What follows belongs to an exercise in optimizing a design on an open flow for small area and a short achievable clock period; a production flow would make more cautious choices. Power figures rest on the tool's default switching activity, not on a simulated workload.

==> flow/design.v <==
module PCPU (
	input wire clock,
	input wire [15:0] d_datain,
	input wire enable,
	input wire [15:0] i_datain,
	input wire reset,
	input wire start,
	output wire [15:0] d_addr,
	output wire [15:0] d_dataout,
	output wire d_we,
	output wire [7:0] i_addr,
	output wire [15:0] regi0,
	output wire [15:0] regi1,
	output wire [15:0] regi2,
	output wire [15:0] regi3,
	output wire [15:0] regi4,
	output wire [15:0] regi5,
	output wire [15:0] regi6,
	output wire [15:0] regi7,
	output wire [2:0] wb_addr
);
localparam [4:0] OP_LOAD = 5'b00010, OP_STORE = 5'b00011, OP_MOVI = 5'b00100,
                 OP_SHR  = 5'b00101, OP_CAL   = 5'b00110, OP_CAR  = 5'b00111,
                 OP_ADD  = 5'b01000, OP_ADDI  = 5'b01001, OP_ADDC = 5'b10001,
                 OP_SUB  = 5'b10010, OP_SUBI  = 5'b10011, OP_SUBC = 5'b10100,
                 OP_CMP  = 5'b01100, OP_AND   = 5'b01101, OP_OR   = 5'b01110,
                 OP_XOR  = 5'b01111, OP_JUMP  = 5'b11000, OP_HALT = 5'b00001;
reg        run;                  
reg [7:0]  pc;
reg [4:0]  id_op;
reg [2:0]  id_rd;
reg [7:0]  id_lo;                
reg [7:0]  id_sA, id_sB;         
reg [4:0]  ex_op;
reg [2:0]  ex_rd;
reg        ex_sub;               
reg        ex_usec;              
reg [15:0] reg_A, reg_B, smdr;
reg [3:0]  ex_sh;                
reg        mem_wr, mem_load, mem_fs, mem_halt;
reg [2:0]  mem_rd;
reg        dw, jump;
reg [15:0] reg_C, smdr1;
reg        zf, sf, cf;
reg        wb_wr, wb_halt;
reg [2:0]  wb_rd;
reg [15:0] reg_C1;
reg [15:0] gr [0:7];
assign i_addr    = pc;
assign d_addr    = reg_C;
assign d_dataout = smdr1;
assign d_we      = dw;
assign wb_addr   = wb_rd;
assign regi0 = gr[0];
assign regi1 = gr[1];
assign regi2 = gr[2];
assign regi3 = gr[3];
assign regi4 = gr[4];
assign regi5 = gr[5];
assign regi6 = gr[6];
assign regi7 = gr[7];
wire wb_we = run & wb_wr;
wire [15:0] grn [0:7];           
genvar gi;
generate
	for (gi = 0; gi < 8; gi = gi + 1) begin : g_rf
		assign grn[gi] = (wb_we && wb_rd == gi) ? reg_C1 : gr[gi];
		always @(posedge clock or negedge reset)
			if (!reset) gr[gi] <= 16'd0;
			else        gr[gi] <= grn[gi];
	end
endgenerate
wire [15:0] c1n = mem_load ? d_datain : reg_C;
wire ex_wr = (ex_op == OP_MOVI) || (ex_op == OP_SHR) || (ex_op == OP_CAL) ||
             (ex_op == OP_CAR)  || (ex_op == OP_ADD) || (ex_op == OP_ADDI) ||
             (ex_op == OP_ADDC) || (ex_op == OP_SUB) || (ex_op == OP_SUBI) ||
             (ex_op == OP_SUBC) || (ex_op == OP_AND) || (ex_op == OP_OR) ||
             (ex_op == OP_XOR);
wire ex_fs = (ex_op == OP_ADD)  || (ex_op == OP_ADDI) || (ex_op == OP_ADDC) ||
             (ex_op == OP_SUB)  || (ex_op == OP_SUBI) || (ex_op == OP_SUBC) ||
             (ex_op == OP_CMP);
wire ex_load  = ex_op == OP_LOAD;
wire ex_store = ex_op == OP_STORE;
wire ex_halt  = ex_op == OP_HALT;
wire ex_br    = (ex_op[4:3] == 2'b11) && (ex_op[2:1] != 2'b00);
wire        cin = ex_sub ^ (ex_usec & cf);
wire [15:0] bop = reg_B;
wire [15:0] bx  = bop;                  
wire [17:0] sum18 = {1'b0, reg_A, 1'b1} + {1'b0, bx, cin};
wire [15:0] sum = sum18[16:1];
wire        cout = sum18[17];
wire        is_cal = ex_op == OP_CAL;
wire        fill   = (ex_op == OP_CAR) & reg_A[15];
wire [3:0]  r  = ex_sh;
wire [15:0] q1 = r[0] ? {reg_A[14:0], reg_A[15]}  : reg_A;
wire [15:0] q2 = r[1] ? {q1[13:0], q1[15:14]}     : q1;
wire [15:0] q3 = r[2] ? {q2[11:0], q2[15:12]}     : q2;
wire [15:0] q4 = r[3] ? {q3[7:0],  q3[15:8]}      : q3;
reg  [15:0] keep;
integer ki;
always @(*)
	for (ki = 0; ki < 16; ki = ki + 1)
		keep[ki] = is_cal ? (ki >= r) : ((r == 4'd0) || (ki < r));
wire [15:0] sh = (q4 & keep) | ({16{fill}} & ~keep);
reg [3:0] lut;
always @(*) begin
	case (ex_op)
		OP_AND:  lut = 4'b1000;
		OP_OR:   lut = 4'b1110;
		OP_XOR:  lut = 4'b0110;
		default: lut = 4'b1010;         
	endcase
end
wire ex_shift = (ex_op == OP_SHR) || (ex_op == OP_CAL) || (ex_op == OP_CAR);
wire ex_logic = (ex_op == OP_AND) || (ex_op == OP_OR) || (ex_op == OP_XOR) || (ex_op == OP_MOVI);
wire [15:0] lg;
genvar bi;
generate
	for (bi = 0; bi < 16; bi = bi + 1) begin : g_lut
		assign lg[bi] = lut[{reg_A[bi], bop[bi]}];
	end
endgenerate
wire ex_arith = ~(ex_logic | ex_shift);
wire [15:0] alu_ns = ex_logic ? lg : sh;        
wire [15:0] alu = ex_arith ? sum : alu_ns;
wire id_rdA = (id_op[4:3] == 2'b11 && id_op[2:1] != 2'b00) ||
              (id_op == OP_ADDI) || (id_op == OP_SUBI) || (id_op == OP_MOVI);
wire id_store = id_op == OP_STORE;
wire id_imm4 = (id_op == OP_LOAD) || (id_op == OP_STORE) || (id_op == OP_MOVI) ||
               (id_op == OP_SHR)  || (id_op == OP_CAL)   || (id_op == OP_CAR);
wire id_imm8 = (id_op[4:3] == 2'b11 && id_op[2:1] != 2'b00) ||
               (id_op == OP_ADDI) || (id_op == OP_SUBI);
wire id_jump = id_op == OP_JUMP;
wire id_rsh  = (id_op == OP_SHR) || (id_op == OP_CAR);
wire [4:0] f_op = i_datain[15:11];
wire f_rdA = (f_op[4:3] == 2'b11 && f_op[2:1] != 2'b00) ||
             (f_op == OP_ADDI) || (f_op == OP_SUBI) || (f_op == OP_MOVI);
wire f_store = f_op == OP_STORE;
wire fA_ex  = ex_wr  && id_sA[ex_rd];
wire fA_mem = mem_wr && id_sA[mem_rd];
wire fB_ex  = ex_wr  && id_sB[ex_rd];
wire fB_mem = mem_wr && id_sB[mem_rd];
reg [15:0] rfA, rfB;
integer ri;
always @(*) begin
	rfA = 16'd0; rfB = 16'd0;
	for (ri = 0; ri < 8; ri = ri + 1) begin
		rfA = rfA | ({16{id_sA[ri]}} & gr[ri]);
		rfB = rfB | ({16{id_sB[ri]}} & gr[ri]);
	end
end
wire [15:0] oA = fA_ex ? alu_ns : fA_mem ? c1n : (wb_we & id_sA[wb_rd]) ? reg_C1 : rfA;
wire [15:0] oB = fB_ex ? alu_ns : fB_mem ? c1n : (wb_we & id_sB[wb_rd]) ? reg_C1 : rfB;
wire [15:0] oBi = id_imm4 ? {12'd0, id_lo[3:0]} : id_imm8 ? {8'd0, id_lo} : oB;
wire sA  = fA_ex & ex_arith;
wire sB  = fB_ex & ex_arith;
wire sBi = sB & ~id_imm4 & ~id_imm8;
wire id_sub  = (id_op == OP_SUB) || (id_op == OP_SUBI) || (id_op == OP_SUBC) || (id_op == OP_CMP);
wire id_usec = (id_op == OP_ADDC) || (id_op == OP_SUBC);
wire [4:0] i_op = i_datain[15:11];
wire id_load = id_op == OP_LOAD;
wire f_c1 = i_op[4:2] == 3'b001;                                    
wire f_c2 = (i_op == OP_ADD) || (i_op == OP_ADDC) || (i_op == OP_SUB) || (i_op == OP_SUBC) ||
            (i_op == OP_CMP) || (i_op == OP_AND)  || (i_op == OP_OR)  || (i_op == OP_XOR);
wire f_c3 = (i_op == OP_ADDI) || (i_op == OP_SUBI) || (i_op == OP_MOVI);  
wire hz = ((f_c1 | f_c2) & (id_rd == i_datain[6:4])) |
          (f_c2 & (id_rd == i_datain[2:0])) |
          (f_c3 & (id_rd == i_datain[10:8]));
wire kill    = jump | id_jump;                  
wire ld_live = id_load & ~jump;                 
wire f_bub   = kill | (ld_live & hz);           
wire pc_hold = ~run | (ld_live & hz);
wire [7:0] pc_new = jump ? reg_C[7:0] : id_jump ? id_lo : pc + 8'd1;
wire zf_now = mem_fs ? (reg_C == 16'd0) : zf;
reg  cond;
always @(*) begin
	case (ex_op[2:1])
		2'b01:   cond = zf_now;
		2'b10:   cond = sf;
		default: cond = cf;
	endcase
end
always @(posedge clock or negedge reset) begin
	if (!reset) begin
		run <= 1'b1;
		pc <= 8'd0;
		id_op <= 5'd0; id_rd <= 3'd0;
		ex_op <= 5'd0; ex_rd <= 3'd0;
		mem_wr <= 1'b0; mem_load <= 1'b0; mem_fs <= 1'b0; mem_halt <= 1'b0;
		mem_rd <= 3'd0; dw <= 1'b0; jump <= 1'b0;
		zf <= 1'b0; sf <= 1'b0; cf <= 1'b0;
		wb_wr <= 1'b0; wb_halt <= 1'b0; wb_rd <= 3'd0;
	end else begin
		run <= run & ~wb_halt;
		if (!pc_hold) pc <= pc_new;
		if (f_bub) begin
			id_op <= 5'd0; id_rd <= 3'd0;
		end else begin
			id_op <= i_datain[15:11]; id_rd <= i_datain[10:8];
		end
		if (jump || id_jump) begin
			ex_op <= 5'd0; ex_rd <= 3'd0;
		end else begin
			ex_op <= id_op; ex_rd <= id_rd;
		end
		if (jump) begin
			mem_wr <= 1'b0; mem_load <= 1'b0; mem_fs <= 1'b0; mem_halt <= 1'b0;
			mem_rd <= 3'd0;
		end else begin
			mem_wr <= ex_wr | ex_load; mem_load <= ex_load; mem_fs <= ex_fs;
			mem_halt <= ex_halt; mem_rd <= ex_rd;
		end
		if (run) dw <= ex_store & ~jump;
		jump <= ~jump & ex_br & (cond ^ ex_op[0]);
		zf <= zf_now;
		if (ex_fs && !jump) begin
			sf <= alu[15];
			cf <= cout ^ ex_sub;
		end
		wb_wr <= mem_wr; wb_halt <= mem_halt;
		if (run) wb_rd <= mem_rd;
	end
end
always @(posedge clock) begin
	id_lo <= i_datain[7:0];
	id_sA <= 8'd1 << (f_rdA ? i_datain[10:8] : i_datain[6:4]);
	id_sB <= 8'd1 << (f_store ? i_datain[10:8] : i_datain[2:0]);
	reg_A <= sA ? sum : oA;
	ex_sh <= id_rsh ? 4'd0 - id_lo[3:0] : id_lo[3:0];
	reg_B <= (sBi ? sum : oBi) ^ {16{id_sub}};
	smdr  <= sB ? sum : oB;
	ex_sub  <= id_sub;
	ex_usec <= id_usec;
	if (run) begin
		reg_C <= alu;
		smdr1 <= smdr;
	end
	reg_C1 <= c1n;
end
endmodule
==> flow/config.mk <==
export PLATFORM = sky130hd
export DESIGN_NAME = PCPU
export DESIGN_NICKNAME = PCPU
export VERILOG_FILES = /design/flow/design.v
export SDC_FILE = /design/flow/constraint.sdc
export NUM_CORES = 4
export LEC_CHECK = 0
export CAP_MARGIN = 20
export CORE_MARGIN = 2
export CORE_UTILIZATION = 50
export SETUP_SLACK_MARGIN = 3.4
export SLEW_MARGIN = 20
==> flow/constraint.sdc <==
create_clock -name core_clock -period 6.0 [get_ports {clock}]
set_input_delay 1.2000 -clock core_clock [delete_from_list [all_inputs] [get_ports {clock}]]
set_output_delay 1.2000 -clock core_clock [all_outputs]
set_load 0.01 [all_outputs]
standard.sh (not shown) runs the stock make flow with config.mk's settings and CLKGATE_MAP_FILE= SYNTH_SCRIPT=/design/flow/synth_recipe.tcl, a recipe that flattens the netlist after the stock synthesis.
==> flow/flow/run.sh <==
#!/bin/bash
# Standard layout (the standard.sh) with two changes: the port buffers use
# the smallest buffer cell, and the clock tree is built with larger sink
# clusters and no dummy loads. Each tool's output is in standard.log and in
# orfs/logs/.
set -euo pipefail
export BUFFER_PORTS_ARGS="-buffer_cell sky130_fd_sc_hd__buf_1"
export CTS_ARGS="-sink_clustering_enable -repair_clock_nets -dont_use_dummy_load -sink_clustering_size 25 -sink_clustering_max_diameter 80"
bash standard.sh > standard.log 2>&1
The first run finished clean.
Change:
--- a/flow/design.v
+++ b/flow/design.v
@@ -150,10 +150,6 @@
 	end
 end
-wire [15:0] oA = fA_ex ? alu_ns : fA_mem ? c1n : (wb_we & id_sA[wb_rd]) ? reg_C1 : rfA;
-wire [15:0] oB = fB_ex ? alu_ns : fB_mem ? c1n : (wb_we & id_sB[wb_rd]) ? reg_C1 : rfB;
-wire [15:0] oBi = id_imm4 ? {12'd0, id_lo[3:0]} : id_imm8 ? {8'd0, id_lo} : oB;
-wire sA  = fA_ex & ex_arith;
-wire sB  = fB_ex & ex_arith;
-wire sBi = sB & ~id_imm4 & ~id_imm8;
+wire [15:0] rA = (fA_ex & ex_arith) ? sum : fA_ex ? alu_ns : fA_mem ? c1n : (wb_we & id_sA[wb_rd]) ? reg_C1 : rfA;
+wire [15:0] rB = (fB_ex & ex_arith) ? sum : fB_ex ? alu_ns : fB_mem ? c1n : (wb_we & id_sB[wb_rd]) ? reg_C1 : rfB;
 wire id_sub  = (id_op == OP_SUB) || (id_op == OP_SUBI) || (id_op == OP_SUBC) || (id_op == OP_CMP);
 wire id_usec = (id_op == OP_ADDC) || (id_op == OP_SUBC);
@@ -226,8 +222,8 @@
 	id_sA <= 8'd1 << (f_rdA ? i_datain[10:8] : i_datain[6:4]);
 	id_sB <= 8'd1 << (f_store ? i_datain[10:8] : i_datain[2:0]);
-	reg_A <= sA ? sum : oA;
+	reg_A <= rA;
 	ex_sh <= id_rsh ? 4'd0 - id_lo[3:0] : id_lo[3:0];
-	reg_B <= (sBi ? sum : oBi) ^ {16{id_sub}};
-	smdr  <= sB ? sum : oB;
+	reg_B <= (id_imm4 ? {12'd0, id_lo[3:0]} : id_imm8 ? {8'd0, id_lo} : rB) ^ {16{id_sub}};
+	smdr  <= rB;
 	ex_sub  <= id_sub;
 	ex_usec <= id_usec;
=> Area after synthesis rises slightly; worst setup slack improved by 0.0072 ns; power went up by a few percent; synthesized cell count goes up slightly; cell count rises slightly.
No run of this note included a check of the RTL's function; only the layout flow was run.

==> afterwards: timing with drivers on the ports <==
The flow's constraints put no driver on any port. The routed layouts listed below were extracted and timed again, unchanged, in two steps.
Step 1 sets driving cells, clkbuf_16 on the clock port and buf_2 on the other inputs (assumed; they add their load-dependent delay and slew).
Step 2 also shifts input and output timing later by t, the mid clock arrival at the registers, as if the neighbouring blocks saw the same clock.
Slacks: no drivers / after step 1 / after step 2; pairs: no drivers / after step 1.
run	t, ns	setup slack, ns	worst setup path at the end	worst slew at a driven data input, ns
the first run	0.549	3.093 / 3.093 / 2.959	input to register	0.06
the second run	0.545	3.100 / 3.100 / 3.002	input to register	0.03
After both steps setup and hold are still met in every run listed. The setup slack of the first run, which loses most, moves by 0.000 ns with the drivers and by -0.134 ns with both steps.
